Context: an optimization exercise on an open-source flow, tuned for small area and a short achievable clock period. The choices shown serve that exercise and are no tape-out recipe. For this run, only the layout was checked, not whether the RTL still works.

==> design.v <==
`timescale 1ns/10ps
module IOTDF( clk, rst, in_en, iot_in, fn_sel, busy, valid, iot_out);
input        clk;
input        rst;
input        in_en;
input  [7:0] iot_in;
input  [2:0] fn_sel;
output     busy;
output reg valid;
output reg [127:0] iot_out;
parameter GRAY2BIN = 3'b001; 
parameter FIR      = 3'b010; 
reg [9:0] counter;
reg [9:0] counter_delay1;
reg [9:0] counter_delay2;
reg [127:0] iot_data;
reg [127:0] prep_to_out;
reg [127:0] prep_to_output;
reg [127:0] wait_to;
always @(posedge clk or posedge rst) begin
    if(rst) begin
        counter <= 0;
    end else if(in_en) begin
        if (counter == 960) counter <= 0;
        else counter <= counter + 1;
    end else begin
        counter <= counter;
    end 
end
always @(posedge clk or posedge rst) begin
    if(rst) begin
        counter_delay1 <= 0;
        counter_delay2 <= 0;
    end else if(in_en) begin
        counter_delay1 <= counter;
        counter_delay2 <= counter_delay1;
    end else begin
        counter_delay1 <= counter_delay1;
        counter_delay2 <= counter_delay2;
    end
end
always @(posedge clk or posedge rst) begin
    if(rst) begin
        iot_data <= 0;
    end else if(in_en) begin
        iot_data[7:0] <= iot_in;
        iot_data[127:8] <= iot_data[119:0];
    end else begin
        iot_data <= iot_data;
    end
end
always @(posedge clk) begin
    if(!rst && in_en) begin
        wait_to <= iot_data;
    end else begin
        wait_to <= wait_to;
    end
end
integer idx;
always @(*) begin
    if(rst) begin
        prep_to_out = 0;
        prep_to_output = 0;
    end else if(in_en) begin
        if(fn_sel == GRAY2BIN) begin
            if (counter_delay1[3:0] == 15) begin
                prep_to_output = 0;
                prep_to_out[127] = iot_data[127];
                for (idx = 126; idx >= 0; idx = idx - 1) begin
                    prep_to_out[idx] = prep_to_out[idx + 1] ^ iot_data[idx];
                end
            end else begin
                prep_to_out = 0;
                prep_to_output = 0;
            end
        end else if(fn_sel == FIR) begin
            if (counter_delay1[3:0] == 15) begin
                prep_to_out = iot_data;
                prep_to_output = 0;
            end else if (counter_delay2[3:0] == 15) begin
                prep_to_out = wait_to;
                prep_to_output[127:120] = (((prep_to_out[127:120] * 8'd5) >> 3)+ 1) >> 1;
                prep_to_output[119:112] = ((((prep_to_out[119:112] * 8'd5)+(prep_to_out[127:120] * 8'd9)) >> 3)+ 1) >> 1;
                prep_to_output[111:104] = ((((prep_to_out[111:104] * 8'd5)+(prep_to_out[119:112] * 8'd9)+(prep_to_out[127:120] * 8'd2)) >>3)+ 1) >> 1;
                prep_to_output[103:96] = ((((prep_to_out[103:96] * 8'd5)+(prep_to_out[111:104] * 8'd9)+(prep_to_out[119:112] * 8'd2)) >>3)+ 1) >> 1;
                prep_to_output[95:88] = ((((prep_to_out[95:88] * 8'd5)+(prep_to_out[103:96] * 8'd9)+(prep_to_out[111:104] * 8'd2)) >>3)+ 1) >> 1;
                prep_to_output[87:80] = ((((prep_to_out[87:80] * 8'd5)+(prep_to_out[95:88] * 8'd9)+(prep_to_out[103:96] * 8'd2)) >>3)+ 1) >> 1;
                prep_to_output[79:72] = ((((prep_to_out[79:72] * 8'd5)+(prep_to_out[87:80] * 8'd9)+(prep_to_out[95:88] * 8'd2)) >>3)+ 1) >> 1;
                prep_to_output[71:64] = ((((prep_to_out[71:64] * 8'd5)+(prep_to_out[79:72] * 8'd9)+(prep_to_out[87:80] * 8'd2)) >>3)+ 1) >> 1;
                prep_to_output[63:56] = ((((prep_to_out[63:56] * 8'd5)+(prep_to_out[71:64] * 8'd9)+(prep_to_out[79:72] * 8'd2)) >>3)+ 1) >> 1;
                prep_to_output[55:48] = ((((prep_to_out[55:48] * 8'd5)+(prep_to_out[63:56] * 8'd9)+(prep_to_out[71:64] * 8'd2)) >>3)+ 1) >> 1;
                prep_to_output[47:40] = ((((prep_to_out[47:40] * 8'd5)+(prep_to_out[55:48] * 8'd9)+(prep_to_out[63:56] * 8'd2)) >>3)+ 1) >> 1;
                prep_to_output[39:32] = ((((prep_to_out[39:32] * 8'd5)+(prep_to_out[47:40] * 8'd9)+(prep_to_out[55:48] * 8'd2)) >>3)+ 1) >> 1;
                prep_to_output[31:24] = ((((prep_to_out[31:24] * 8'd5)+(prep_to_out[39:32] * 8'd9)+(prep_to_out[47:40] * 8'd2)) >>3)+ 1) >> 1;
                prep_to_output[23:16] = ((((prep_to_out[23:16] * 8'd5)+(prep_to_out[31:24] * 8'd9)+(prep_to_out[39:32] * 8'd2)) >>3)+ 1) >> 1;
                prep_to_output[15:8] = ((((prep_to_out[15:8] * 8'd5)+(prep_to_out[23:16] * 8'd9)+(prep_to_out[31:24] * 8'd2)) >>3)+ 1) >> 1;
                prep_to_output[7:0] = ((((prep_to_out[7:0] * 8'd5)+(prep_to_out[15:8] * 8'd9)+(prep_to_out[23:16] * 8'd2)) >>3)+ 1) >> 1;
            end else begin
                prep_to_out = 0;
                prep_to_output = 0;
            end
        end else begin
            prep_to_out = 0;
            prep_to_output = 0;
        end
    end else begin
        prep_to_out = 0;
        prep_to_output = 0;
    end
end
assign busy = 0;
always @(posedge clk or posedge rst) begin
    if(rst) begin
        valid <= 0;
    end else if(in_en) begin
        case(fn_sel)
            GRAY2BIN: begin
                if (counter_delay1[3:0] == 15) begin
                    valid <= 1;
                end else begin
                    valid <= 0;
                end
            end
            FIR: begin
                if (counter_delay2[3:0] == 15) begin
                    valid <= 1;
                end else begin
                    valid <= 0;
                end
            end
            default: begin
                valid <= 0;
            end
        endcase
    end
end
always @(posedge clk or posedge rst) begin
    if(rst) begin
        iot_out <= 0;
    end else if(in_en) begin
        case(fn_sel)
            GRAY2BIN: begin
                if (counter_delay1[3:0] == 15) begin
                    iot_out <= prep_to_out;
                end
            end
            FIR: begin
                if (counter_delay2[3:0] == 15) begin
                    iot_out <= prep_to_output;
                end 
            end
            default: begin
                iot_out <= 1'b0;
            end
        endcase
    end
end
endmodule
==> run.sh <==
#!/bin/bash
# synth_recipe.tcl (not shown) runs the flow's synth.tcl, then flattens the netlist and writes it again
# the make line also repeats each setting of config.mk as NAME=value (left out here)
make -C /OpenROAD-flow-scripts/flow DESIGN_CONFIG=/design/flow/config.mk WORK_HOME=/design/flow/orfs CLKGATE_MAP_FILE= SYNTH_SCRIPT=/design/flow/synth_recipe.tcl finish
==> config.mk <==
export PLATFORM = sky130hd
export DESIGN_NAME = IOTDF
export DESIGN_NICKNAME = IOTDF
export VERILOG_FILES = /design/flow/design.v
export SDC_FILE = /design/flow/constraint.sdc
export NUM_CORES = 4
export LEC_CHECK = 0
export CAP_MARGIN = 20
export CORE_MARGIN = 2
export CORE_UTILIZATION = 40
export PLACE_DENSITY = 0.6
export SLEW_MARGIN = 20
==> constraint.sdc <==
create_clock -name core_clock -period 10.0 [get_ports {clk}]
set_input_delay 2.0000 -clock core_clock [delete_from_list [all_inputs] [get_ports {clk}]]
set_output_delay 2.0000 -clock core_clock [all_outputs]
set_load 0.01 [all_outputs]
==> summary.txt <==
Worst setup path
  – Setup CP Type: reg2reg
  – Worst Path Max Fanout: 7
  – CP Capture Type: register
  – Cells along the critical path: xor3_1 -> xnor3_1 -> xnor2_1 -> xnor3_1 -> xnor2_2 -> xnor3_1 -> xnor3_2 -> xor3_2 -> xor2_1 -> xor2_1 -> a221oi_1 -> nor2_1
  – End of the worst register-to-register path: iot_out[16]$_DFFE_PP0P_
  – Req. time, crit path: about 10 ns
  – Slack of the worst reg-to-reg path: 4.93 ns
  – Reg2reg start: iot_data[125]$_DFFE_PP0P_
  – CP startpoint: iot_data[125]$_DFFE_PP0P_
  – CP max-delay cell: xnor3_2
  – Startpoint Class: register
  – Crit-path max cell delay: 0.75 ns
  – Critical Path AT: 5.53 ns
  – Cell seen most often among critical-path stages: xnor3_1
  – R2R depth: 12

Cells and area
  – Fin cells: 4513
  – Synth-to-layout area growth: 12.8%
  – Diodes inserted: 0
  – Share of layout cells above drive strength 1: 0.0765
  – Final #Nets: about 4100
  – Fill count: 8117

Yosys
  – Synth Warn #: 1
  – Post-Synthesis Cell Area: 35300 sq um
  – Sequential share of the synthesized area: 0.304
  – Asr flop ratio synth: 0.682
  – Flops & latches, synth: 403
  – Mapped Cells: 3183
  – Syn avg cell area: 11.1 sq um
  – Post-Synth Adder-Cell Area: 0.325
  – Compound-cell area share of the yosys netlist: 0.0793
  – Mux contribution to synthesized area: 0.0437
  – Top cell type by total area after synthesis: dfrtp_1
  – Synth top area share: 0.195
  – Synth Area in XOR/XNOR: 0.131
  – Post-synthesis simple-gate area fraction: 0.0517
  – Top area cells in the synthesized netlist: dfrtp_1 (19%), fa_1 (17%), ha_1 (16%)
  – Top FF cell, synth: dfrtp_1
  – Distinct cells, synth: 57
  – Largest family of logic cells by synthesized area: adder cells
  – Syn_nets: 3938
  – Post-synth EDFFs: 128

Job
  – Max Cap Viol: 0

Die
  – Die area: 90600 sq um
  – Height of the die: between 300 and 400 um
  – Core area: 87200 sq um
  – Rows: 108
  – Ports: 144
  – Initial Util: 0.405
  – Die W: 301 um

CTS
  – Clock sinks: 403
  – H-tree depth: 2
  – Number of hold buffers added after CTS: 0
  – Clock slew at reported path FFs: ~0.060 ns
  – TritonCTS Buffers: 47
  – Post-CTS Setup Bufs: 0
  – Clock Latency Late Sink: 0.59 ns
  – Clk buf depth: 3
  – CTS Root Cell: clkbuf_16
  – CTS-repair resized insts: 0
  – CTS tree: done

GRT
  – Vias in the first global route: 23300
  – Largest net degree at the start of global routing: 95
  – Initial antenna violation count: 0
  – Grt ovf: 0
  – Total track usage: 0.196
  – First-pass GRT wire length: 137000 um

Route
  – Drt wl/cell: between 15 and 20 um
  – Total number of vias: 22900
  – Routed vias/inst: 5.06
  – TritonRoute pass-1 iters: 5
  – Initial detailed-routing violation count: 1216
  – DR DRC count: 0
  – Antenna Nets Post-Route: 0
  – Routed WL: 86600 um

Timing
  – Endpoints failing setup: 0
  – Worst-case clock skew: roughly 0.014 ns
  – Slew @ Worst Pin: 0.992 ns
  – Final Critical Period: 5.07 ns
  – Fmax: between 150 and 200 MHz
  – RSZ-0062 raised after global routing: no
  – Max-slew headroom: 0.338
  – Final period util: 0.507
  – Final setup TNS: 0 ns
  – Fin. max-slew vios: 0
  – Final hold vios: 0

Placement
  – GPL Wtd Cong: 0.848
  – PortBufs: 142
  – Placed cell count: 4423
  – Hpwl dp: ~67000 um

Hold path
  – Worst Hold Class: reg2reg
  – Min-delay src: iot_data[125]$_DFFE_PP0P_
  – Worst Hold Endpoint: wait_to[125]$_DFFE_PP_
  – Hold Path Cell Cnt: 0

Outcome
  – Outcome: no timing/DRC/antenna violations
[kinds of logic (layout without fill, tap and decap cells)]
kind of cell    Yosys count  in the layout
simple gates            404            404
mux                     137            137
flops                   403            403
compound gates          411            411
other cells               1              1
xor+xnor                468            468
buf+inv                 618            793
fa+ha+maj               741            741
[placed cells by master (no fill, tap or decap), drive strengths merged, types with 74 or more instances in the layout]
cell / netlist / layout
clkdlybuf4s50: 0 / 141
fa: 291 / 291
dfrtp: 275 / 275
ha: 450 / 450
a21oi: 123 / 123
o21bai: 74 / 74
xnor2: 273 / 273
edfxtp: 128 / 128
xor2: 166 / 166
mux2: 136 / 136
nor2: 209 / 209
inv: 548 / 553
[state kept, by name (all words and copies together) (netlist names)]
register        count
counter            10
counter_delay1      4
counter_delay2      4
iot_data          128
iot_out           128
valid               1
wait_to           128
[synth_stat cells, types with 4 or more instances]
library cell / n
inv_1: 548
ha_1: 450
fa_1: 291
dfrtp_1: 275
xnor2_1: 265
nor2_1: 209
xor2_1: 162
mux2_2: 136
edfxtp_1: 128
a21oi_1: 123
o21bai_1: 74
a221oi_1: 67
clkbuf_1: 66
nand2_1: 60
nand3_1: 50
o21ai_0: 42
nor3_1: 26
o221ai_1: 26
o21a_1: 25
xnor3_1: 20
and3_1: 19
a21o_1: 18
and4b_1: 14
a22o_1: 7
o22ai_1: 7
xnor2_2: 7
a2bb2oi_1: 6
nand4_1: 6
a22oi_1: 5
xor3_1: 5
nand3b_1: 4
nor3b_1: 4
[metal layers]
metal | track usage | routed length [um] | vias to the layer above
li1 | - | - | 10900
met1 | 0.287 | 41300 | 11400
met2 | 0.313 | 39900 | 468
met3 | 0.0223 | 3780 | 100
met4 | 0.0413 | 1660 | 0
met5 | 0 | 0 | -
[worst max-delay path by stage]
stage                     cells past startpoint                        to  slack, ns
after global placement                        9    iot_out[7]$_DFFE_PP0P_       4.80
final                                        12   iot_out[16]$_DFFE_PP0P_       4.93
after global routing                         18  iot_out[119]$_DFFE_PP0P_       4.62
after floorplan                               1    counter[0]$_DFFE_PP0P_       0.38
after detailed placement                      8   iot_out[23]$_DFFE_PP0P_       4.78
after CTS                                    18  iot_out[119]$_DFFE_PP0P_       4.95
[layout make-up]
type	count	area, sq um	area share
Inverter	548	2060	0.0518
Tap cell	1155	1450	0.0363
Multi-Input combinational cell	2162	22300	0.560
Sequential cell	403	10700	0.269
Clock inverter	19	255	0.00641
Clock buffer	69	1460	0.0365
Timing Repair Buffer	157	1580	0.0396
[worst max-delay path, delay by kind of cell (launching register included)]
kind | cells | cell delay (ns)
DFF | 1 | 0.39
xor gates and xnor gates | 10 | 4.06
and+or+nand+nor | 1 | 0.07
AOI/OAI and AO/OA | 1 | 0.39
[through the flow]
step	utilization	hold WS, ns	area (sq um)	setup slack (ns)
5_1_grt	0.457	0.509	39800	4.62
6_report	0.457	0.491	39800	4.93
3_3_place_gp	0.437	0.464	38100	4.80
2_1_floorplan	-	0.444	35300	0.381
4_1_cts	0.456	0.490	39800	4.95
3_5_place_dp	0.437	0.483	38100	4.78

## separate check: timing with driven ports
How much do the figures lean on ideal ports? The routed layout below was timed once more, with nothing changed but the port constraints.
Step 1 (the two cells are an assumption about what drives the block):
set clk [get_ports {clk}]
set_driving_cell -lib_cell sky130_fd_sc_hd__clkbuf_16 $clk
set_driving_cell -lib_cell sky130_fd_sc_hd__buf_2 [delete_from_list [all_inputs] $clk]
Step 2 also shifts input and output timing later by t, the mid clock arrival at the registers, as if the neighbouring blocks saw the same clock.
Three values: ideal, step 1, step 2; two values: the first two.
t, ns: 0.648
setup WS [ns]: 4.929 / 4.929 / 4.830
worst setup path after step 2: input to register
slew at the worst register clock pin (ns): 0.07 / 0.07
cell pins on the clock port's net: 1
After both steps this run still meets setup and hold. The setup slack of this run moves by 0.000 ns with the drivers and by -0.099 ns with both steps.
